This is an optimization exercise on Yosys and OpenROAD, whose aim is small area and a short achievable clock period, not a production implementation. Only simulation tests tie the RTL to the original design; equivalence was not proved.

==> flow/design.v (outline; a module is shown in full before it is edited, if it fits) <==
// module add32sk: 199 lines
// module add32skc: 201 lines
// module pg_ha: 4 lines
// module pg_gp: 4 lines
// module pg_g: 3 lines
// module add32bk: 120 lines
// module rf_read: 18 lines
// module aoi222: 3 lines
// module mul_tree: 1379 lines
// module mfa: 4 lines
// module mha: 4 lines
// module RISC_V: 121 lines
// module fin32: 12 lines
module RISC_V #(parameter LENGTH = 32)(
    input clock,reset,
    input [LENGTH-1:0] HRDATA_Instr, HRDATA_Data,
    output MemWrite,
    output [LENGTH-1:0] RegisterFile_RD2_w, HADDR,
    output [LENGTH-1:0] programCounter_Output
    );
  // ...
==> flow/flow/run.sh <==
#!/bin/bash
# Own layout flow: the standard synthesis and layout steps, with the port
# buffers that placement inserts made plain buffers (buf_2) instead of the
# delay cells buffer_ports picks by default, and timing repair aimed at the
# setup margin in flow/margin.txt (the SDC and clock period are unchanged).
# Each step's log is under orfs/logs; the two make runs log to synth.log and
# layout.log here.
set -euo pipefail
MARGIN=$(cat flow/margin.txt)
bash standard.sh synth > synth.log 2>&1
bash standard.sh "BUFFER_PORTS_ARGS=-buffer_cell sky130_fd_sc_hd__buf_2" SETUP_SLACK_MARGIN="$MARGIN" finish > layout.log 2>&1
==> flow/flow/margin.txt <==
6.5
==> flow/standard.sh <==
#!/bin/bash
# synth_recipe.tcl (not shown) runs the flow's synth.tcl, then flattens the netlist and writes it again
# the make line also repeats each setting of config.mk as NAME=value (left out here)
make -C /OpenROAD-flow-scripts/flow DESIGN_CONFIG=/design/flow/config.mk WORK_HOME=/design/flow/orfs CLKGATE_MAP_FILE= SYNTH_SCRIPT=/design/flow/synth_recipe.tcl "${@:-finish}"
==> flow/config.mk <==
export PLATFORM = sky130hd
export DESIGN_NAME = RISC_V
export DESIGN_NICKNAME = RISC_V
export VERILOG_FILES = /design/flow/design.v
export SDC_FILE = /design/flow/constraint.sdc
export NUM_CORES = 4
export LEC_CHECK = 0
export CAP_MARGIN = 20
export CORE_MARGIN = 2
export CORE_UTILIZATION = 40
export CTS_BUF_LIST = sky130_fd_sc_hd__clkbuf_8
export CTS_CLUSTER_DIAMETER = 80
export CTS_CLUSTER_SIZE = 12
export SETUP_SLACK_MARGIN = 5
export SLEW_MARGIN = 20
export SYNTH_HIERARCHICAL = 1
export TNS_END_PERCENT = 5
==> flow/constraint.sdc <==
create_clock -name core_clock -period 18.0 [get_ports {clock}]
set_input_delay 3.6000 -clock core_clock [delete_from_list [all_inputs] [get_ports {clock}]]
set_output_delay 3.6000 -clock core_clock [all_outputs]
set_load 0.01 [all_outputs]
==> flow_summary.toml, run 1 <==
[timing]
timing.final.ws_setup_ns = 6.16
fin_worst_skew_ns = 0.106
period_needed_ns = 11.84
hold_viol = 0

[cells_and_area]
final_layout_size_suffix_gt1_share_pct = 16.9
largest_register_ffs = 1024
finalNetCount = 5417
nonClockBufferCount = 375
multi_input_area_share_pct = 42.6

[critical_path]
r2r_end = "p_s[31]"
worstSetupEndpointType = "output pin"
worstPathArrival_ns = 8.24

[clock_network]
cts_tree = "done"
hold_buffers = 0
cts_buffer_depth = 3

[global_routing]
grtUsageTotal_pct = 32.9
grt_max_degree = 43

[status]
status = "timing/DRC/antenna clean"

[synth]
synthFlopType = "edfxtp_1"
synth_edf_count = 1024

[placement]
dpl-instance-area_um2 = 67500
==> module rf_read, before the edit <==
module rf_read (input [1023:0] q, input [4:0] a, input [31:0] w, input hit, input [31:0] npend,
                output [31:0] d);
wire [31:0] dec = 32'b1 << a;
wire [32:0] sel = {hit, dec & npend};
genvar j, g;
generate for (j = 0; j < 32; j = j + 1) begin : g_bit
    wire [32:0] v = {w[j], q[j+992], q[j+960], q[j+928], q[j+896], q[j+864], q[j+832], q[j+800],
                     q[j+768], q[j+736], q[j+704], q[j+672], q[j+640], q[j+608], q[j+576], q[j+544],
                     q[j+512], q[j+480], q[j+448], q[j+416], q[j+384], q[j+352], q[j+320], q[j+288],
                     q[j+256], q[j+224], q[j+192], q[j+160], q[j+128], q[j+96], q[j+64], q[j+32], q[j]};
    wire [10:0] n;
    for (g = 0; g < 11; g = g + 1) begin : g_grp
        aoi222 u (.a1(v[3*g]), .b1(sel[3*g]), .a2(v[3*g+1]), .b2(sel[3*g+1]),
                  .a3(v[3*g+2]), .b3(sel[3*g+2]), .y(n[g]));
    end
    assign d[j] = ~&n;
end endgenerate
endmodule
==> run 2, diff against run 1 <==
--- a/flow/design.v
+++ b/flow/design.v
@@ -546,3 +546,11 @@
     end
-    assign d[j] = ~&n;
+    wire [5:0] t;
+    for (g = 0; g < 5; g = g + 1) begin : g_t
+        nand2m u (.a(n[2*g]), .b(n[2*g+1]), .y(t[g]));
+    end
+    invm u_t5 (.a(n[10]), .y(t[5]));
+    wire u0, u1;
+    nor3m u_u0 (.a(t[0]), .b(t[1]), .c(t[2]), .y(u0));
+    nor3m u_u1 (.a(t[3]), .b(t[4]), .c(t[5]), .y(u1));
+    nand2m u_d (.a(u0), .b(u1), .y(d[j]));
 end endgenerate
@@ -552,2 +560,11 @@
 endmodule
+module nand2m (input a, input b, output y);
+assign y = ~(a & b);
+endmodule
+module nor3m (input a, input b, input c, output y);
+assign y = ~(a | b | c);
+endmodule
+module invm (input a, output y);
+assign y = ~a;
+endmodule
 module mul_tree (input [31:0] a, input [31:0] b, input sh, input [4:0] n, output [31:0] s, output [31:0] c);
==> flow_summary.toml, run 2 <==
[status]
status = "timing/DRC/antenna clean"

[placement]
place_congestion = 0.957
dpl-instance-area_um2 = 68800
port_buffers = 162
hpwl_mm = 182

[synth]
yosysTopAreaCell = "edfxtp_1"
synthMuxAreaShare_pct = 2.84
synth_most_common_cell = "edfxtp_1"
postSynthCellCount = 5127
synthSimpleGateAreaFrac_pct = 9.62
yosys-top-cells-area = "edfxtp_1, a222oi_1, fa_1"
async_flop_share_pct = 2.83
synth.avg_cell_area_um2 = 12.8
synth_top_family_by_area = "compound AO/OA/AOI/OAI gates"
synthTopCellsByCount = "edfxtp_1, a222oi_1, nand2_1"
yosysSeqAreaShare_pct = 50.5
synth_edf_count = 1024
synth-seq-cells = 1130
synth_xor_area_share_pct = 5.50
synth_compound_gate_area_share_pct = 19.1
synth_cell_types = 86
synth_top_area_share_pct = 47.0
synthAdderAreaFrac_pct = 9.27
yosysWarnings = 8
synthFlopType = "edfxtp_1"
synthesis.area_um2 = 65400

[critical_path]
worstPathArrival_ns = 12.43
worstSetupEndpointType = "flip-flop"
r2r_end = "p_s[31]"
path_cells = "buf_2 > nor3_1 > and3_1 > buf_4 > a222oi_1 > nand2_1 > nor3_2 > nand2_1 > xor2_1 > nor4_1 > nand4_1 > nor2_1 > mux2i_2 > o21a_1 > ha_1 > a21oi_1 > o21ai_0 > o31ai_4 > o21bai_1 > fa_1 > xor2_1 > mux2_2"
critPathKind = "input pin to flip-flop"
critical_path.slowest_cell = "o21a_1"
r2r_start = "p_s[0]"
reg2reg_depth = 30
slowest_delay_ns = 0.80
startpoint_type = "input pin"
reg2reg_slack_ns = 7.65
critPathMaxFanout = 32
cp.required_ns = 18.79

[drt]
wirelength_mm = 281
wl_per_cell_um = 37.5
first_pass_iters = 15
routed_via_density = 7.09
vias = 53200
first_iter_violations = 11900
drc = 0
detail-route-antenna-nets = 0

[worst_hold_path]
holdPathEnd = "p_s[22]"
whs_path_depth = 2
hold_class = "flip-flop to flip-flop"
min-delay-start = "pc[22]"

[die]
core_region_area_um2 = 163000
initial_utilization_pct = 40.2
fp-row-count = 148
io_pins = 163
die-height_um = 408
die_w_um = 408
die_area_um2 = 167000

[clock_network]
cts_htree_levels = 3
cts_tree = "done"
cts_buffer_depth = 3
root_buffer = "clkbuf_8"
clk_pin_slew_ns = 0.10
clock_latency_ns = 0.90
hold_buffers = 0
numCtsBuffers = 106
cts.sinks = 1130

[timing]
setup_viol = 0
max_slew_margin_pct = 19.0
timing.final.crit_share_pct = 64.7
period_needed_ns = 11.64
grt_setup_unrepaired = "yes"
max_freq_mhz = 85.9
fin_setup_tns_ns = 0
slew_viol_final = 0
fin_worst_skew_ns = 0.0732
hold_viol = 0
max_slew.worst_pin.slew_ns = 1.21

[cells_and_area]
multi_input_area_um2 = 31300
seq_area_um2 = 33000
area.growth.synth_to_final_pct = 9.79
final_common_cell = "edfxtp_1"
fin_area_um2 = 71800
fillers = 14800
largest_register_ffs = 1024
final_layout_size_suffix_gt1_share_pct = 18.0
finalNetCount = 5717
final_cell_mix = "edfxtp_1, a222oi_1, nand2_1, xnor2_1, a22oi_1"
regMostFlops = "rf"

[global_routing]
antenna_found_initial = 10
grt-ovfl-total = 0
grt_max_degree = 65
grt_pass1_vias = 50000
grt_pass1_wl_mm = 385
grtUsageTotal_pct = 32.2

[job]
maxCapViolations = 0
run 2: critical path, delay by kind of cell:
family / cells / cell delay (ns)
simple gates: 8 / 3.17
xor+xnor: 2 / 0.56
buf+inv: 2 / 0.81
fa+ha+maj: 2 / 0.82
mux: 2 / 0.96
compound gates: 6 / 2.42
run 2: through the flow:
step / hold WS, ns / cells / util, % / worst slack (ns)
after global placement: 0.642 / 7337 / 42.3 / 5.34
after floorplan: 0.582 / 5128 / - / 7.45
final: 0.672 / 7506 / 44.1 / 6.36
after CTS: 0.665 / 7469 / 43.6 / 6.49
after detailed placement: 0.636 / 7337 / 42.3 / 5.27
after global routing: 0.698 / 7501 / 44.1 / 6.48
run 2: kinds of logic after synthesis:
group,count (synthesis)
and+or+nand+nor,1177
DFF,1130
adders and majority gates,348
muxes,173
xor gates and xnor gates,409
other,2
buffers and inverters,407
AOI/OAI and AO/OA,1481
run 2: final cells by class:
cell class              instances  area share (%)
well taps                    2175            3.79
repair buffers                356            3.54
clock buffers                 107            2.05
multi-input cells            3594            43.7
diodes                          6          0.0209
clock inverters                23           0.289
inverters                     115           0.603
flip-flops and latches       1130            46.0
run 2: per-module statistics from Yosys (local to each module, per instance), a selection:
module / flops+latches / cells inside / times used / cell area, um2
mha: 0 / 1 / 29 / 12.5
invm: 0 / 1 / 64 / 3.75
mfa: 0 / 1 / 210 / 20.0
RISC_V: 1130 / 2045 / 1 / 38800
pg_g: 0 / 1 / 61 / 7.51
pg_gp: 0 / 2 / 90 / 13.8
nand2m: 0 / 1 / 384 / 3.75
aoi222: 0 / 1 / 704 / 10.0
pg_ha: 0 / 1 / 64 / 12.5
nor3m: 0 / 1 / 128 / 10.0
fin32: 0 / 76 / 1 / 543
add32skc: 0 / 32 / 1 / 280
add32sk: 0 / 32 / 1 / 279
rf_read: 0 / 44 / 2 / 300
run 2: worst max-delay path by stage:
stage	start	end	slack, ns	cells after the start
2_1_floorplan	HRDATA_Instr[18]	HADDR[22]	7.45	15
3_3_place_gp	HRDATA_Instr[22]	p_s[31]	5.34	23
3_5_place_dp	HRDATA_Instr[22]	p_s[31]	5.27	23
4_1_cts	HRDATA_Instr[16]	HADDR[22]	6.49	17
5_1_grt	HRDATA_Instr[16]	HADDR[30]	6.48	17
6_report	HRDATA_Instr[24]	pc[27]	6.36	22
run 2: layer usage:
layer	global-route usage [%]	up-vias	wire, um
met1	41.8	26800	100000
met2	47.3	4505	120000
met5	0	-	39
li1	-	21100	-
met4	17.6	6	18700
met3	10.8	734	42900
run 2: repair_timing:
action | in CTS | in global routing
buffers inserted | 1 | 24
cloned | 1 | 5
setup endpoints to repair | 33 | 44
pin swaps | 23 | 65
resized for setup | 99 | 112

==> afterwards: timing with drivers on the ports <==
How much do the figures lean on ideal ports? The routed layouts below were timed once more, with nothing changed but the port constraints. Step 1 assumes that a clkbuf_16 drives the clock port and a buf_2 every other input. Step 2, shift: input delay + t, output delay - t, t = (earliest + latest rising clock arrival at the registers) / 2. This alone moves slack from input paths to output paths. Slacks: no drivers / after step 1 / after step 2; pairs: no drivers / after step 1.
run | t, ns | slack for setup (ns) | clock arrival spread, ns | worst data-port slew with drivers (ns) | cell pins on the clock port's net
run 1 | 0.971 | 6.164 / 5.917 / 5.342 | 0.107 / 0.107 | 0.26 | 1
run 2 | 0.957 | 6.360 / 6.371 / 5.451 | 0.090 / 0.090 | 0.07 | 1
After both steps setup and hold are still met in every run listed. The setup slack of run 2, which loses most, moves by +0.011 ns with the drivers and by -0.909 ns with both steps.
